Background: an optimization exercise with open tools, aiming at small area, a short achievable clock period and few clock cycles per item. Do not read the settings as production practice. No functional check of the RTL was part of any run shown here. Power figures rest on the tool's default switching activity, not on a simulated workload.

`flow/design.v`:
```
module multiplier_1(
    input clk,
    input res_n,
    input start,
    output reg done,
    input [15:0] arg1,
    input [15:0] arg2,
    output reg [31:0] product
    );
    reg busy;                      
    reg [16:0] S, C;               
    reg [7:0] LS, LC;              
    reg [7:0] L;                   
    wire [24:0] hp, hg, hc;
    mul_pg #(25) upg (.a({S, LS}), .b({C, LC}), .p(hp), .g(hg));
    mul_pfx #(25) upfx (.p(hp), .g(hg), .c(hc));
    wire [24:0] hi = ~(hp ^ hc);
    wire lc = hi[8] ^ S[0] ^ C[0];    
    wire [7:1] x = busy ? arg2[15:9] : arg2[7:1];
    wire [16:0] i0 = busy ? S : ~{1'b0, arg2[0] ? arg1 : 16'd0};
    wire [16:0] i1 = busy ? C : ~{arg2[8] ? arg1[8:0] : 9'd0, 8'd0};
    wire [6:0] e = ~(busy ? 7'd0 : arg2[8] ? arg1[15:9] : 7'd0);
    wire aci = ~(busy & lc);
    wire [15:0] pp1 = ~(x[1] ? arg1 : 16'd0);
    wire [15:0] pp2 = ~(x[2] ? arg1 : 16'd0);
    wire [15:0] pp3 = ~(x[3] ? arg1 : 16'd0);
    wire [15:0] pp4 = ~(x[4] ? arg1 : 16'd0);
    wire [15:0] pp5 = ~(x[5] ? arg1 : 16'd0);
    wire [15:0] pp6 = ~(x[6] ? arg1 : 16'd0);
    wire [15:0] pp7 = ~(x[7] ? arg1 : 16'd0);
    wire s1;
    wire c2;
    wire s3;
    wire c4;
    wire s5;
    wire c6;
    wire s7;
    wire c8;
    wire s9;
    wire c10;
    wire s11;
    wire c12;
    wire s13;
    wire c14;
    wire s15;
    wire c16;
    wire s17;
    wire c18;
    wire s19;
    wire c20;
    wire s21;
    wire c22;
    wire s23;
    wire c24;
    wire s25;
    wire c26;
    wire s27;
    wire c28;
    wire s29;
    wire c30;
    wire s31;
    wire c32;
    wire s33;
    wire c34;
    wire s35;
    wire c36;
    wire s37;
    wire c38;
    wire s39;
    wire c40;
    wire s41;
    wire c42;
    wire s43;
    wire c44;
    wire s45;
    wire c46;
    wire s47;
    wire c48;
    wire s49;
    wire c50;
    wire s51;
    wire c52;
    wire s53;
    wire c54;
    wire s55;
    wire c56;
    wire s57;
    wire c58;
    wire s59;
    wire c60;
    wire s61;
    wire c62;
    wire s63;
    wire c64;
    wire s65;
    wire c66;
    wire s67;
    wire c68;
    wire s69;
    wire c70;
    wire s71;
    wire c72;
    wire s73;
    wire c74;
    wire s75;
    wire c76;
    wire s77;
    wire c78;
    wire s79;
    wire c80;
    wire s81;
    wire c82;
    wire s83;
    wire c84;
    wire s85;
    wire c86;
    wire s87;
    wire c88;
    wire s89;
    wire c90;
    wire s91;
    wire c92;
    wire s93;
    wire c94;
    wire s95;
    wire c96;
    wire s97;
    wire c98;
    wire s99;
    wire c100;
    wire s101;
    wire c102;
    wire s103;
    wire c104;
    wire s105;
    wire c106;
    wire s107;
    wire c108;
    wire s109;
    wire c110;
    wire s111;
    wire c112;
    wire s113;
    wire c114;
    wire s115;
    wire c116;
    wire s117;
    wire c118;
    wire s119;
    wire c120;
    wire s121;
    wire c122;
    wire s123;
    wire c124;
    wire s125;
    wire c126;
    wire s127;
    wire c128;
    wire s129;
    wire c130;
    wire s131;
    wire c132;
    wire s133;
    wire c134;
    wire s135;
    wire c136;
    wire s137;
    wire c138;
    wire s139;
    wire c140;
    wire s141;
    wire c142;
    wire s143;
    wire c144;
    wire s145;
    wire c146;
    wire s147;
    wire c148;
    wire s149;
    wire c150;
    wire s151;
    wire c152;
    wire s153;
    wire c154;
    wire s155;
    wire c156;
    wire s157;
    wire c158;
    wire s159;
    wire c160;
    wire s161;
    wire c162;
    wire s163;
    wire c164;
    wire s165;
    wire c166;
    wire s167;
    wire c168;
    wire s169;
    wire c170;
    wire s171;
    wire c172;
    wire s173;
    wire c174;
    wire s175;
    wire c176;
    wire s177;
    wire c178;
    wire s179;
    wire c180;
    wire s181;
    wire c182;
    wire s183;
    wire c184;
    wire s185;
    wire c186;
    wire s187;
    wire c188;
    wire s189;
    wire c190;
    wire s191;
    wire c192;
    wire s193;
    wire c194;
    wire s195;
    wire c196;
    wire s197;
    wire c198;
    wire s199;
    wire c200;
    wire s201;
    wire c202;
    wire s203;
    wire c204;
    wire s205;
    wire c206;
    wire s207;
    wire c208;
    wire s209;
    wire c210;
    wire s211;
    wire c212;
    wire s213;
    wire c214;
    wire s215;
    wire c216;
    wire s217;
    wire c218;
    wire s219;
    wire c220;
    wire s221;
    wire c222;
    wire s223;
    wire c224;
    wire s225;
    wire c226;
    mul_fa us1 (.a(pp1[4]), .b(pp2[3]), .c(pp3[2]), .s(s1), .co(c2));
    mul_fa us3 (.a(pp1[5]), .b(pp2[4]), .c(pp3[3]), .s(s3), .co(c4));
    mul_fa us5 (.a(pp4[2]), .b(pp5[1]), .c(pp6[0]), .s(s5), .co(c6));
    mul_fa us7 (.a(pp1[6]), .b(pp2[5]), .c(pp3[4]), .s(s7), .co(c8));
    mul_fa us9 (.a(pp4[3]), .b(pp5[2]), .c(pp6[1]), .s(s9), .co(c10));
    mul_fa us11 (.a(pp7[0]), .b(i0[7]), .c(i1[7]), .s(s11), .co(c12));
    mul_fa us13 (.a(pp1[7]), .b(pp2[6]), .c(pp3[5]), .s(s13), .co(c14));
    mul_fa us15 (.a(pp4[4]), .b(pp5[3]), .c(pp6[2]), .s(s15), .co(c16));
    mul_fa us17 (.a(pp7[1]), .b(i0[8]), .c(i1[8]), .s(s17), .co(c18));
    mul_fa us19 (.a(pp1[8]), .b(pp2[7]), .c(pp3[6]), .s(s19), .co(c20));
    mul_fa us21 (.a(pp4[5]), .b(pp5[4]), .c(pp6[3]), .s(s21), .co(c22));
    mul_fa us23 (.a(pp7[2]), .b(i0[9]), .c(i1[9]), .s(s23), .co(c24));
    mul_fa us25 (.a(pp1[9]), .b(pp2[8]), .c(pp3[7]), .s(s25), .co(c26));
    mul_fa us27 (.a(pp4[6]), .b(pp5[5]), .c(pp6[4]), .s(s27), .co(c28));
    mul_fa us29 (.a(pp7[3]), .b(i0[10]), .c(i1[10]), .s(s29), .co(c30));
    mul_fa us31 (.a(pp1[10]), .b(pp2[9]), .c(pp3[8]), .s(s31), .co(c32));
    mul_fa us33 (.a(pp4[7]), .b(pp5[6]), .c(pp6[5]), .s(s33), .co(c34));
    mul_fa us35 (.a(pp7[4]), .b(i0[11]), .c(i1[11]), .s(s35), .co(c36));
    mul_fa us37 (.a(pp1[11]), .b(pp2[10]), .c(pp3[9]), .s(s37), .co(c38));
    mul_fa us39 (.a(pp4[8]), .b(pp5[7]), .c(pp6[6]), .s(s39), .co(c40));
    mul_fa us41 (.a(pp7[5]), .b(i0[12]), .c(i1[12]), .s(s41), .co(c42));
    mul_fa us43 (.a(pp1[12]), .b(pp2[11]), .c(pp3[10]), .s(s43), .co(c44));
    mul_fa us45 (.a(pp4[9]), .b(pp5[8]), .c(pp6[7]), .s(s45), .co(c46));
    mul_fa us47 (.a(pp7[6]), .b(i0[13]), .c(i1[13]), .s(s47), .co(c48));
    mul_fa us49 (.a(pp1[13]), .b(pp2[12]), .c(pp3[11]), .s(s49), .co(c50));
    mul_fa us51 (.a(pp4[10]), .b(pp5[9]), .c(pp6[8]), .s(s51), .co(c52));
    mul_fa us53 (.a(pp7[7]), .b(i0[14]), .c(i1[14]), .s(s53), .co(c54));
    mul_fa us55 (.a(pp1[14]), .b(pp2[13]), .c(pp3[12]), .s(s55), .co(c56));
    mul_fa us57 (.a(pp4[11]), .b(pp5[10]), .c(pp6[9]), .s(s57), .co(c58));
    mul_fa us59 (.a(pp7[8]), .b(i0[15]), .c(i1[15]), .s(s59), .co(c60));
    mul_fa us61 (.a(pp1[15]), .b(pp2[14]), .c(pp3[13]), .s(s61), .co(c62));
    mul_fa us63 (.a(pp4[12]), .b(pp5[11]), .c(pp6[10]), .s(s63), .co(c64));
    mul_fa us65 (.a(pp7[9]), .b(i0[16]), .c(i1[16]), .s(s65), .co(c66));
    mul_fa us67 (.a(e[0]), .b(pp2[15]), .c(pp3[14]), .s(s67), .co(c68));
    mul_fa us69 (.a(pp4[13]), .b(pp5[12]), .c(pp6[11]), .s(s69), .co(c70));
    mul_fa us71 (.a(e[1]), .b(pp3[15]), .c(pp4[14]), .s(s71), .co(c72));
    mul_fa us73 (.a(pp1[2]), .b(pp2[1]), .c(pp3[0]), .s(s73), .co(c74));
    mul_fa us75 (.a(pp1[3]), .b(pp2[2]), .c(pp3[1]), .s(s75), .co(c76));
    mul_fa us77 (.a(pp4[0]), .b(i0[4]), .c(i1[4]), .s(s77), .co(c78));
    mul_fa us79 (.a(pp4[1]), .b(pp5[0]), .c(i0[5]), .s(s79), .co(c80));
    mul_fa us81 (.a(i1[5]), .b(s1), .c(1'b1), .s(s81), .co(c82));
    mul_fa us83 (.a(i0[6]), .b(i1[6]), .c(c2), .s(s83), .co(c84));
    mul_fa us85 (.a(s3), .b(s5), .c(1'b1), .s(s85), .co(c86));
    mul_fa us87 (.a(c4), .b(c6), .c(s7), .s(s87), .co(c88));
    mul_fa us89 (.a(s9), .b(s11), .c(1'b1), .s(s89), .co(c90));
    mul_fa us91 (.a(c8), .b(c10), .c(c12), .s(s91), .co(c92));
    mul_fa us93 (.a(s13), .b(s15), .c(s17), .s(s93), .co(c94));
    mul_fa us95 (.a(c14), .b(c16), .c(c18), .s(s95), .co(c96));
    mul_fa us97 (.a(s19), .b(s21), .c(s23), .s(s97), .co(c98));
    mul_fa us99 (.a(c20), .b(c22), .c(c24), .s(s99), .co(c100));
    mul_fa us101 (.a(s25), .b(s27), .c(s29), .s(s101), .co(c102));
    mul_fa us103 (.a(c26), .b(c28), .c(c30), .s(s103), .co(c104));
    mul_fa us105 (.a(s31), .b(s33), .c(s35), .s(s105), .co(c106));
    mul_fa us107 (.a(c32), .b(c34), .c(c36), .s(s107), .co(c108));
    mul_fa us109 (.a(s37), .b(s39), .c(s41), .s(s109), .co(c110));
    mul_fa us111 (.a(c38), .b(c40), .c(c42), .s(s111), .co(c112));
    mul_fa us113 (.a(s43), .b(s45), .c(s47), .s(s113), .co(c114));
    mul_fa us115 (.a(c44), .b(c46), .c(c48), .s(s115), .co(c116));
    mul_fa us117 (.a(s49), .b(s51), .c(s53), .s(s117), .co(c118));
    mul_fa us119 (.a(c50), .b(c52), .c(c54), .s(s119), .co(c120));
    mul_fa us121 (.a(s55), .b(s57), .c(s59), .s(s121), .co(c122));
    mul_fa us123 (.a(c56), .b(c58), .c(c60), .s(s123), .co(c124));
    mul_fa us125 (.a(s61), .b(s63), .c(s65), .s(s125), .co(c126));
    mul_fa us127 (.a(pp7[10]), .b(c62), .c(c64), .s(s127), .co(c128));
    mul_fa us129 (.a(s67), .b(c66), .c(s69), .s(s129), .co(c130));
    mul_fa us131 (.a(pp5[13]), .b(pp6[12]), .c(pp7[11]), .s(s131), .co(c132));
    mul_fa us133 (.a(c68), .b(c70), .c(s71), .s(s133), .co(c134));
    mul_fa us135 (.a(e[2]), .b(pp4[15]), .c(pp5[14]), .s(s135), .co(c136));
    mul_fa us137 (.a(pp6[13]), .b(pp7[12]), .c(c72), .s(s137), .co(c138));
    mul_fa us139 (.a(e[3]), .b(pp5[15]), .c(pp6[14]), .s(s139), .co(c140));
    mul_fa us141 (.a(pp1[1]), .b(pp2[0]), .c(i0[2]), .s(s141), .co(c142));
    mul_fa us143 (.a(i0[3]), .b(i1[3]), .c(s73), .s(s143), .co(c144));
    mul_fa us145 (.a(c74), .b(s75), .c(s77), .s(s145), .co(c146));
    mul_fa us147 (.a(c76), .b(c78), .c(s79), .s(s147), .co(c148));
    mul_fa us149 (.a(c80), .b(s83), .c(c82), .s(s149), .co(c150));
    mul_fa us151 (.a(c84), .b(c86), .c(s87), .s(s151), .co(c152));
    mul_fa us153 (.a(c88), .b(s91), .c(c90), .s(s153), .co(c154));
    mul_fa us155 (.a(c92), .b(s95), .c(c94), .s(s155), .co(c156));
    mul_fa us157 (.a(c96), .b(s99), .c(c98), .s(s157), .co(c158));
    mul_fa us159 (.a(c100), .b(s103), .c(c102), .s(s159), .co(c160));
    mul_fa us161 (.a(c104), .b(s107), .c(c106), .s(s161), .co(c162));
    mul_fa us163 (.a(c108), .b(s111), .c(c110), .s(s163), .co(c164));
    mul_fa us165 (.a(c112), .b(s115), .c(c114), .s(s165), .co(c166));
    mul_fa us167 (.a(c116), .b(s119), .c(c118), .s(s167), .co(c168));
    mul_fa us169 (.a(c120), .b(s123), .c(c122), .s(s169), .co(c170));
    mul_fa us171 (.a(c124), .b(s127), .c(c126), .s(s171), .co(c172));
    mul_fa us173 (.a(s131), .b(c128), .c(c130), .s(s173), .co(c174));
    mul_fa us175 (.a(c132), .b(s135), .c(c134), .s(s175), .co(c176));
    mul_fa us177 (.a(pp7[13]), .b(c136), .c(s139), .s(s177), .co(c178));
    mul_fa us179 (.a(e[4]), .b(pp6[15]), .c(pp7[14]), .s(s179), .co(c180));
    mul_fa us181 (.a(i0[0]), .b(i1[0]), .c(aci), .s(s181), .co(c182));
    mul_fa us183 (.a(pp1[0]), .b(i0[1]), .c(i1[1]), .s(s183), .co(c184));
    mul_fa us185 (.a(i1[2]), .b(s141), .c(1'b1), .s(s185), .co(c186));
    mul_fa us187 (.a(c142), .b(s143), .c(1'b1), .s(s187), .co(c188));
    mul_fa us189 (.a(c144), .b(s145), .c(1'b1), .s(s189), .co(c190));
    mul_fa us191 (.a(c146), .b(s81), .c(s147), .s(s191), .co(c192));
    mul_fa us193 (.a(c148), .b(s85), .c(s149), .s(s193), .co(c194));
    mul_fa us195 (.a(s89), .b(c150), .c(s151), .s(s195), .co(c196));
    mul_fa us197 (.a(s93), .b(c152), .c(s153), .s(s197), .co(c198));
    mul_fa us199 (.a(s97), .b(c154), .c(s155), .s(s199), .co(c200));
    mul_fa us201 (.a(s101), .b(c156), .c(s157), .s(s201), .co(c202));
    mul_fa us203 (.a(s105), .b(c158), .c(s159), .s(s203), .co(c204));
    mul_fa us205 (.a(s109), .b(c160), .c(s161), .s(s205), .co(c206));
    mul_fa us207 (.a(s113), .b(c162), .c(s163), .s(s207), .co(c208));
    mul_fa us209 (.a(s117), .b(c164), .c(s165), .s(s209), .co(c210));
    mul_fa us211 (.a(s121), .b(c166), .c(s167), .s(s211), .co(c212));
    mul_fa us213 (.a(s125), .b(c168), .c(s169), .s(s213), .co(c214));
    mul_fa us215 (.a(s129), .b(c170), .c(s171), .s(s215), .co(c216));
    mul_fa us217 (.a(s133), .b(c172), .c(s173), .s(s217), .co(c218));
    mul_fa us219 (.a(s137), .b(c174), .c(s175), .s(s219), .co(c220));
    mul_fa us221 (.a(c138), .b(s177), .c(c176), .s(s221), .co(c222));
    mul_fa us223 (.a(c140), .b(s179), .c(c178), .s(s223), .co(c224));
    mul_fa us225 (.a(e[5]), .b(pp7[15]), .c(c180), .s(s225), .co(c226));
    wire [24:0] ra = {1'b1, e[6], s225, s223, s221, s219, s217, s215, s213, s211, s209, s207, s205, s203, s201, s199, s197, s195, s193, s191, s189, s187, s185, s183, s181};
    wire [24:0] rb = {1'b1, c226, c224, c222, c220, c218, c216, c214, c212, c210, c208, c206, c204, c202, c200, c198, c196, c194, c192, c190, c188, c186, c184, c182, 1'b1};
    always @(*) product = {hi[23:0], L};
    always @(posedge clk) begin
        if (!res_n) begin
            done <= 1'b0;
            busy <= 1'b0;
        end else if (!done) begin
            if (busy) begin
                busy <= 1'b0;
                done <= 1'b1;
            end else if (start)
                busy <= 1'b1;
        end
        if (!done) begin
            S <= ra[24:8];
            C <= rb[24:8];
            LS <= ra[7:0];
            LC <= rb[7:0];
            L <= hi[7:0];
        end
    end
endmodule
module mul_pg #(parameter N = 8) (input [N-1:0] a, input [N-1:0] b, output [N-1:0] p, output [N-1:0] g);
    assign p = a ^ b;
    assign g = {a[N-1:1] & b[N-1:1], a[0] | b[0]};
endmodule
module mul_pfx #(parameter N = 8) (input [N-1:0] p, input [N-1:0] g, output [N-1:0] c);
    localparam L = $clog2(N);
    wire [N-1:0] gg [0:L];
    wire [N-1:0] pp [0:L];
    assign gg[0] = g;
    assign pp[0] = {p[N-1:1], 1'b0};
    genvar k, i;
    generate
        for (k = 0; k < L; k = k + 1) begin : lvl
            for (i = 0; i < N; i = i + 1) begin : bt
                if (i >= (1 << k)) begin : op
                    assign gg[k+1][i] = gg[k][i] | (pp[k][i] & gg[k][i - (1 << k)]);
                    assign pp[k+1][i] = pp[k][i] & pp[k][i - (1 << k)];
                end else begin : thru
                    assign gg[k+1][i] = gg[k][i];
                    assign pp[k+1][i] = pp[k][i];
                end
            end
        end
    endgenerate
    assign c = {gg[L][N-2:0], 1'b1};
endmodule
module mul_fa(input a, input b, input c, output s, output co);
    assign {co, s} = a + b + c;
endmodule
```
`flow/flow/run.sh`:
```
#!/bin/bash
# The standard layout, with every port buffered by the smallest buffer
# (sky130_fd_sc_hd__buf_1) and a leaner clock tree.
set -euo pipefail
bash standard.sh BUFFER_PORTS_ARGS="-buffer_cell sky130_fd_sc_hd__buf_1" CTS_ARGS="-sink_clustering_enable -repair_clock_nets -dont_use_dummy_load -buf_list sky130_fd_sc_hd__clkbuf_8" > standard.log 2>&1
```
`flow/standard.sh`:
```
#!/bin/bash
# synth_recipe.tcl (not shown) runs the flow's synth.tcl, then flattens the netlist and writes it again
# the make line also repeats each setting of config.mk as NAME=value (left out here)
make -C /OpenROAD-flow-scripts/flow DESIGN_CONFIG=/design/flow/config.mk WORK_HOME=/design/flow/orfs CLKGATE_MAP_FILE= SYNTH_SCRIPT=/design/flow/synth_recipe.tcl "${@:-finish}"
```
`flow/config.mk`:
```
export PLATFORM = sky130hd
export DESIGN_NAME = multiplier_1
export DESIGN_NICKNAME = multiplier_1
export VERILOG_FILES = /design/flow/design.v
export SDC_FILE = /design/flow/constraint.sdc
export NUM_CORES = 4
export LEC_CHECK = 0
export CAP_MARGIN = 20
export CORE_MARGIN = 2
export CORE_UTILIZATION = 55
export PLACE_DENSITY = 0.75
export SETUP_SLACK_MARGIN = 1.3
export SLEW_MARGIN = 20
export SYNTH_HIERARCHICAL = 1
```
`flow/constraint.sdc`:
```
create_clock -name core_clock -period 5.0 [get_ports {clk}]
set_input_delay 1.0000 -clock core_clock [delete_from_list [all_inputs] [get_ports {clk}]]
set_output_delay 1.0000 -clock core_clock [all_outputs]
set_load 0.01 [all_outputs]
```
==> impl_metrics.yaml, run 1 <==
timing:
  fin_tns_setup_ns: 0
  achievable-frequency_mhz: 263.5
  worst_clock_skew_ns: 0.01977
  rsz_0062_raised_after_global_routing: "true"
  period_share_pct: 75.91
  max_slew_headroom_pct: 49.91
  timing_max_transition_violations_final: 0
  number_of_failing_hold_endpoints_at_the_final_stage: 0
  worst_slew_pin_tran_ns: 0.7513
  report.final.setup_viol: 0
  min_period_ns: 3.796
routing:
  route.detailed.wl_per_inst_um: 19.67
  drt_drc_violations_left: 0
  drt_pre_antenna_iters: 4
  routed_via_density: 5.713
  detail_route.iter0.violations: 352
  drtAntennaViolNets: 0
  route.final.wire_length_mm: 14.16
  vias: 4113
pwr:
  vdd.ir_drop.worst_mv: 0.5156
  switching_share_pct: 43.57
  switchingPower_uw: 1807
  power.share.sequential_pct: 24.4
  power.internal_uw: 2341
  power_frac_clock_pct: 8.0
  power-per-cell-area_nw_per_um2: 616.7
  p_leak_uw: 0.002368
  p_comb_share_pct: 67.6
placed_design:
  half_perimeter_wire_length_after_placement_mm: 10.72
  finalWeightedCongestion: 0.8801
  io_buffer_count: 67
  number_of_cells_in_the_design_after_placement: 699
layout:
  instances_no_fill: 720
  final_nets: 754
  register_cell_area_after_layout_um2: 1692
  final.fill_count: 825
  insertedDiodeCount: 0
  utilization_pct: 62.31
  drive_above_1_share_pct: 12.59
  multiInputGateArea_um2: 4329
  syn_to_final_growth_pct: 11.03
global_routing:
  grt_pass1_wl_mm: 21.95
  grt_pass1_vias: 4441
  grt_remaining_overflow: 0
  antenna_found_initial: 0
  grt_usage_pct: 25.12
  maximum_number_of_pins_on_one_net_before_global_route_repair: 56
worst_setup_path:
  worst-endpoint-arrival_ns: 2.80
  cp_cell_sequence: "ha_4 > a21oi_2 > nand2_1 > a221o_1 > o21ai_4 > o21ai_2 > o31a_1 > a31o_1 > xnor2_1 > buf_2"
  critPathSlowestCell: "edfxtp_1"
  critPathMaxStageDelay_ns: 0.45
  crit_fanout: 5
  reg2reg_setup_slack_ns: 1.47
  worstSetupPathType: "flop to output pin"
  timing.critical_path.required_ns: 4.00
  critical_path.endpoint_type: "output pin"
  worstSetupStartpointType: "flop"
cts:
  cts.sink_count: 57
  ctsHtreeMaxLevel: 3
  bufs_on_longest_clock_path: 2
  cts.reportedPaths.clkPinSlew_ns: 0.06
  clock_tree.root_cell: "clkbuf_8"
  tritoncts_clock_tree: "built"
  cts_inserted_buffers: 9
  clk-insertion-delay-late_ns: 0.36
synthesis:
  postSynthCellCount: 516
  avgSynthCellArea_um2: 11.74
  yosysWarningCount: 8
  syn-cell-area_um2: 6057
floorplan:
  chipHeight_um: 108.9
  die_width_um: 108.9
  num_io_pins: 68
  rows: 38
  die_area_um2: 11870
  floorplan.initialDensity_pct: 56.12
  core_area_um2: 10790
hold_path:
  hold_class: "flop to flop"
job:
  max_cap_violations: 0
status:
  status: "finished clean"
==> state kept, by name, indices dropped and copies added, names as in the netlist <==
| signal | cells |
|---|---|
| C | 16 |
| S | 16 |
| LS | 8 |
| L | 8 |
| LC | 7 |
| busy | 1 |
| done | 1 |
==> power by group through the flow <==
stage / Combinational (uW) / Clock, uW / Sequential [uW]
after CTS: 2670 / 334 / 1000
final: 2800 / 333 / 1010
after global placement: 2410 / 0 / 999
after global routing: 3110 / 351 / 1030
after floorplan: 1810 / 0 / 960
after detailed placement: 2500 / 0 / 1000
==> per-layer routing <==
layer / vias to the layer above / share of wire [%] / track usage [%]
li1: 1805 / - / -
met4: 0 / 1.7 / 8.791
met3: 18 / 7.0 / 3.825
met2: 166 / 53 / 44.01
met5: - / 0 / 0
met1: 2124 / 38 / 31.83
==> path summary, 6_finish.rpt <==
kind / startpoint / end / cells past startpoint
max: C[0]$_DFFE_PN_ / product[26] / 10
min: done$_SDFF_PN0_ / busy$_SDFFE_PN0N_ / 2
max reg2reg: busy$_SDFFE_PN0N_ / S[2]$_DFFE_PN_ / 7
min reg2reg: done$_SDFF_PN0_ / busy$_SDFFE_PN0N_ / 2
==> through the flow <==
stage / power, uW / hold WS (ns) / cell area, um^2 / setup slack, ns
CTS: 4008 / 0.5464 / 6619 / 1.237
finish: 4148 / 0.5405 / 6725 / 1.204
global placement: 3407 / 0.5077 / 6350 / 0.9481
detailed placement: 3502 / 0.5372 / 6352 / 0.8192
global route: 4494 / 0.5938 / 6725 / 1.076
floorplan: 2771 / 0.5212 / 6086 / 1.305
==> placed cells by master (no fill, tap or decap), types with 5 or more instances in the layout <==
master,n
buf_4,15
buf_1,57
conb_1,9
or2b_1,5
ha_1,18
edfxtp_1,55
ha_4,6
xnor2_1,25
nand2_1,133
nand2b_1,6
buf_2,8
nor2b_1,24
fa_1,113
a21o_1,21
a21oi_1,19
mux2_2,13
clkbuf_8,9
==> final cells by class <==
| type | instances | area share [%] |
|---|---|---|
| flip-flops and latches | 57 | 25.15 |
| multi-input cells | 427 | 64.37 |
| clock buffers | 9 | 1.842 |
| inverters | 4 | 0.2605 |
| repair buffers | 83 | 5.767 |
| well taps | 140 | 2.605 |
==> critical path: cells and delay by family (launching register included) <==
kind,cells,cell delay (ns)
AO/OA/AOI/OAI,6,1.35
flip-flops,1,0.45
adder cells (fa/ha/maj),1,0.29
buffers and inverters,1,0.15
XOR/XNOR,1,0.13
AND/OR/NAND/NOR,1,0.08
==> timing repair <==
item | 4_1_cts | 5_1_grt
hold buffers | 0 | 0
setup buffers | 6 | 6
setup endpoints to repair | 29 | 17
pin swaps | 14 | 15
gates resized for setup | 17 | 16
==> run 2: changes to the inputs <==
--- a/flow/design.v
+++ b/flow/design.v
@@ -11,10 +11,10 @@
     reg [16:0] S, C;               
     reg [7:0] LS, LC;              
     reg [7:0] L;                   
-    wire [24:0] hp, hg, hc;
-    mul_pg #(25) upg (.a({S, LS}), .b({C, LC}), .p(hp), .g(hg));
-    mul_pfx #(25) upfx (.p(hp), .g(hg), .c(hc));
-    wire [24:0] hi = ~(hp ^ hc);
+    wire [23:0] hp, hg, hc;
+    mul_pg #(24) upg (.a({S[15:0], LS}), .b({C[15:0], LC}), .p(hp), .g(hg));
+    mul_pfx #(24, 5) upfx (.p(hp), .g(hg), .c(hc));
+    wire [23:0] hi = ~(hp ^ hc);
     wire lc = hi[8] ^ S[0] ^ C[0];    
     wire [7:1] x = busy ? arg2[15:9] : arg2[7:1];
     wire [16:0] i0 = busy ? S : ~{1'b0, arg2[0] ? arg1 : 16'd0};
@@ -394,8 +394,7 @@
     assign p = a ^ b;
     assign g = {a[N-1:1] & b[N-1:1], a[0] | b[0]};
 endmodule
-module mul_pfx #(parameter N = 8) (input [N-1:0] p, input [N-1:0] g, output [N-1:0] c);
-    localparam L = $clog2(N);
+module mul_pfx #(parameter N = 8, parameter L = 3) (input [N-1:0] p, input [N-1:0] g, output [N-1:0] c);
     wire [N-1:0] gg [0:L];
     wire [N-1:0] pp [0:L];
     assign gg[0] = g;
==> run 2 against run 1 <==
Compared with the run above: critical path depth is 1 lower; largest cell class unchanged; highest routed layer unchanged; global-route usage hardly changed; register-to-register slack worse by 0.02 ns; worst hold slack worse by 0.011 ns; area after synthesis is 3.1% higher; die area is 3.0% higher; maximum frequency is 3.5% higher; clock skew is 0.0080 ns lower; via count is 7.1% higher.
==> impl_metrics.yaml, run 2 <==
cts:
  tritoncts_clock_tree: "built"
  ctsHtreeMaxLevel: 3
  cts.sink_count: 57
  bufs_on_longest_clock_path: 2
  cts.reportedPaths.clkPinSlew_ns: 0.06
  cts_inserted_buffers: 9
  cts.hold.buffers_added: 0
  clk-insertion-delay-late_ns: 0.34
  clock_tree.root_cell: "clkbuf_8"
global_routing:
  grt_remaining_overflow: 0
  maximum_number_of_pins_on_one_net_before_global_route_repair: 56
  grt_pass1_wl_mm: 23.97
  antenna_found_initial: 0
  grt_usage_pct: 25.10
  grt_pass1_vias: 4637
synthesis:
  synth_seq_area_share_pct: 27.08
  yosys_most_used_dff: "edfxtp_1"
  share_of_the_synthesized_area_in_the_top_cell_type_pct: 36.21
  synthDominantAreaCellType: "fa_1"
  postSynthCellCount: 553
  avgSynthCellArea_um2: 11.30
  yosysWarningCount: 8
  synth.top_cells.by_area: "fa_1 36%, edfxtp_1 26%, nand2_1 8.6%"
  ys_async_sr_fraction_pct: 0
  syn-cell-area_um2: 6247
  synth_commonest_cells: "143 x nand2_1, 113 x fa_1, 55 x edfxtp_1, 30 x a21oi_1, 26 x xnor2_1"
  ys_types: 48
  synthMostInstantiatedCell: "nand2_1"
  ys_ff_latch: 57
  synth_edf_count: 55
timing:
  rsz_0062_raised_after_global_routing: "true"
  fin_tns_setup_ns: 0
  max_slew_headroom_pct: 51.52
  report.final.setup_viol: 0
  worst_slew_pin_tran_ns: 0.7272
  number_of_failing_hold_endpoints_at_the_final_stage: 0
  period_share_pct: 73.32
  achievable-frequency_mhz: 272.8
  worst_clock_skew_ns: 0.01179
  min_period_ns: 3.666
  timing_max_transition_violations_final: 0
  postLayoutSetupSlackWorst_ns: 1.334
layout:
  utilization_pct: 61.90
  final.fill_count: 873
  multiInputGateArea_um2: 4424
  layout.cells.most_common_list: "143 x nand2_1, 113 x fa_1, 58 x buf_1"
  most_common_library_cell_in_the_layout_ignoring_fill_and_taps: "nand2_1"
  instances_no_fill: 749
  insertedDiodeCount: 0
  syn_to_final_growth_pct: 8.832
  register_cell_area_after_layout_um2: 1693
  final_nets: 783
  largestRegisters: "C: 16 flops, S: 16 flops"
  drive_above_1_share_pct: 11.00
floorplan:
  core_area_um2: 10980
  chipHeight_um: 110.6
  rows: 38
  num_io_pins: 68
  die_area_um2: 12230
  floorplan.initialDensity_pct: 56.88
  die_width_um: 110.6
routing:
  drt_drc_violations_left: 0
  route.detailed.wl_per_inst_um: 19.75
  drt_pre_antenna_iters: 5
  route.final.wire_length_mm: 14.79
  routed_via_density: 5.883
  drtAntennaViolNets: 0
  detail_route.iter0.violations: 344
  vias: 4406
worst_setup_path:
  worstSetupStartpointType: "flop"
  crit_fanout: 6
  critical_path.endpoint_type: "output pin"
  worstSetupPathType: "flop to output pin"
  timing.critical_path.required_ns: 4.00
  worst-endpoint-arrival_ns: 2.67
placed_design:
  half_perimeter_wire_length_after_placement_mm: 11.33
  io_buffer_count: 67
  finalWeightedCongestion: 0.8630
  number_of_cells_in_the_design_after_placement: 735
  placement.setup.worst_slack_ns: 0.8190
pwr:
  power-per-cell-area_nw_per_um2: 641.4
  vdd.ir_drop.worst_mv: 0.4582
  p_leak_uw: 0.002345
job:
  max_cap_violations: 0
hold_path:
  hold_class: "flop to flop"
status:
  status: "finished clean"
## run 2: changes by cell type in the layout (fill, tap and decap cells not counted), sizes merged, moves of 3 or more
cell	change
buf	-8
inv	+12
nor2	+6
a21oi	+8
o221ai	+4
nand2	+9
a31oi	+3
a21o	-13
or2	-3
o21ai	+5
## run 2: what timing repair did
item                                    4_1_cts  5_1_grt
endpoints found under the setup margin       29       13
pin swaps                                     3       17
buffers inserted                              1        4
gates cloned                                  0        0
hold endpoints to repair                      0        0
gates resized for setup                       6       26
## run 2: cells by family (layout without fill, tap and decap cells)
logic type | count (synthesis) | after routing | share of synthesized area, %
DFF | 57 | 57 | 27.08
and+or+nand+nor | 196 | 196 | 13.62
muxes | 15 | 15 | 2.824
adders and majority gates | 137 | 137 | 41.02
xor gates and xnor gates | 26 | 26 | 3.645
buffers and inverters | 51 | 100 | 4.005
other | 2 | 9 | 0.1202
AOI/OAI and AO/OA | 69 | 69 | 7.691
## run 2: metrics by stage
step / area [um^2] / hold WS, ns / total power, uW
after floorplan: 6276 / 0.5212 / 3023
after global placement: 6533 / 0.4980 / 3704
after detailed placement: 6533 / 0.5177 / 3853
after CTS: 6676 / 0.5285 / 4205
after global routing: 6799 / 0.5728 / 4738
final: 6799 / 0.5295 / 4361
## run 2: final timing paths
kind                           from                end  slack (ns)  cells after the start
setup / recovery    LC[1]$_DFFE_PN_        product[28]        1.33                      9
hold / removal      done$_SDFF_PN0_  busy$_SDFFE_PN0N_        0.53                      2
setup reg to reg  busy$_SDFFE_PN0N_     S[2]$_DFFE_PN_        1.45                      7
hold reg to reg     done$_SDFF_PN0_  busy$_SDFFE_PN0N_        0.53                      2
## run 2: final cells by class
type | instances | area share, %
Sequential cell | 57 | 24.90
Clock buffer | 9 | 1.822
Tap cell | 140 | 2.576
Multi-Input combinational cell | 452 | 65.07
Inverter | 16 | 0.8833
Timing Repair Buffer | 75 | 4.748
## run 2: where the power goes
| part | internal [uW] | total [uW] | switching (uW) |
|---|---|---|---|
| Sequential | 870 | 1010 | 138 |
| Combinational | 1330 | 3030 | 1700 |
| Clock | 160 | 328 | 168 |
| Total | 2360 | 4360 | 2000 |
## run 2: critical path: stages (launching register included)
cell      delay (ns)
edfxtp_1        0.42
ha_4            0.27
a21o_1          0.21
a31o_4          0.26
o22a_4          0.20
a21o_4          0.24
o221ai_4        0.29
o31ai_4         0.11
xnor2_1         0.19
buf_2           0.16
## run 2: per-module statistics from Yosys (local to each module, per instance), a selection
| module | cells inside | flip-flops and latches | times used | cell area (um^2) |
|---|---|---|---|---|
| mul_fa | 1 | 0 | 113 | 20.02 |
| multiplier_1 | 316 | 57 | 1 | 3084 |
## run 2: routing by layer
metal	GRT usage (%)	vias up	wire length (um)
met2	42.21	265	7337
met3	5.434	36	1333
li1	-	1914	-
met1	32.70	2191	5733
met4	8.250	0	387
met5	0	-	0

static timing again, ports no longer ideal:
The results above use ideal ports. As a check the final layouts listed here were re-extracted and re-timed, cells and wires unchanged.
Step 1, drivers: a clkbuf_16 drives clk and a buf_2 each remaining input, both assumed.
Step 2, shift: input delay + t, output delay - t, t = (earliest + latest rising clock arrival at the registers) / 2. This alone moves slack from input paths to output paths.
a / b / c = no drivers / after step 1 / after step 2; a / b = the first two.
| run | t, ns | setup WS [ns] | worst hold slack (ns) | latest minus earliest clock arrival (ns) |
|---|---|---|---|---|
| run 1 | 0.380 | 1.204 / 1.175 / 1.028 | 0.540 / 0.540 / 0.540 | 0.019 / 0.019 |
| run 2 | 0.372 | 1.334 / 1.301 / 1.059 | 0.530 / 0.530 / 0.530 | 0.014 / 0.014 |
After both steps setup and hold are still met in every run listed. The setup slack of run 2, which loses most, moves by -0.033 ns with the drivers and by -0.275 ns with both steps.
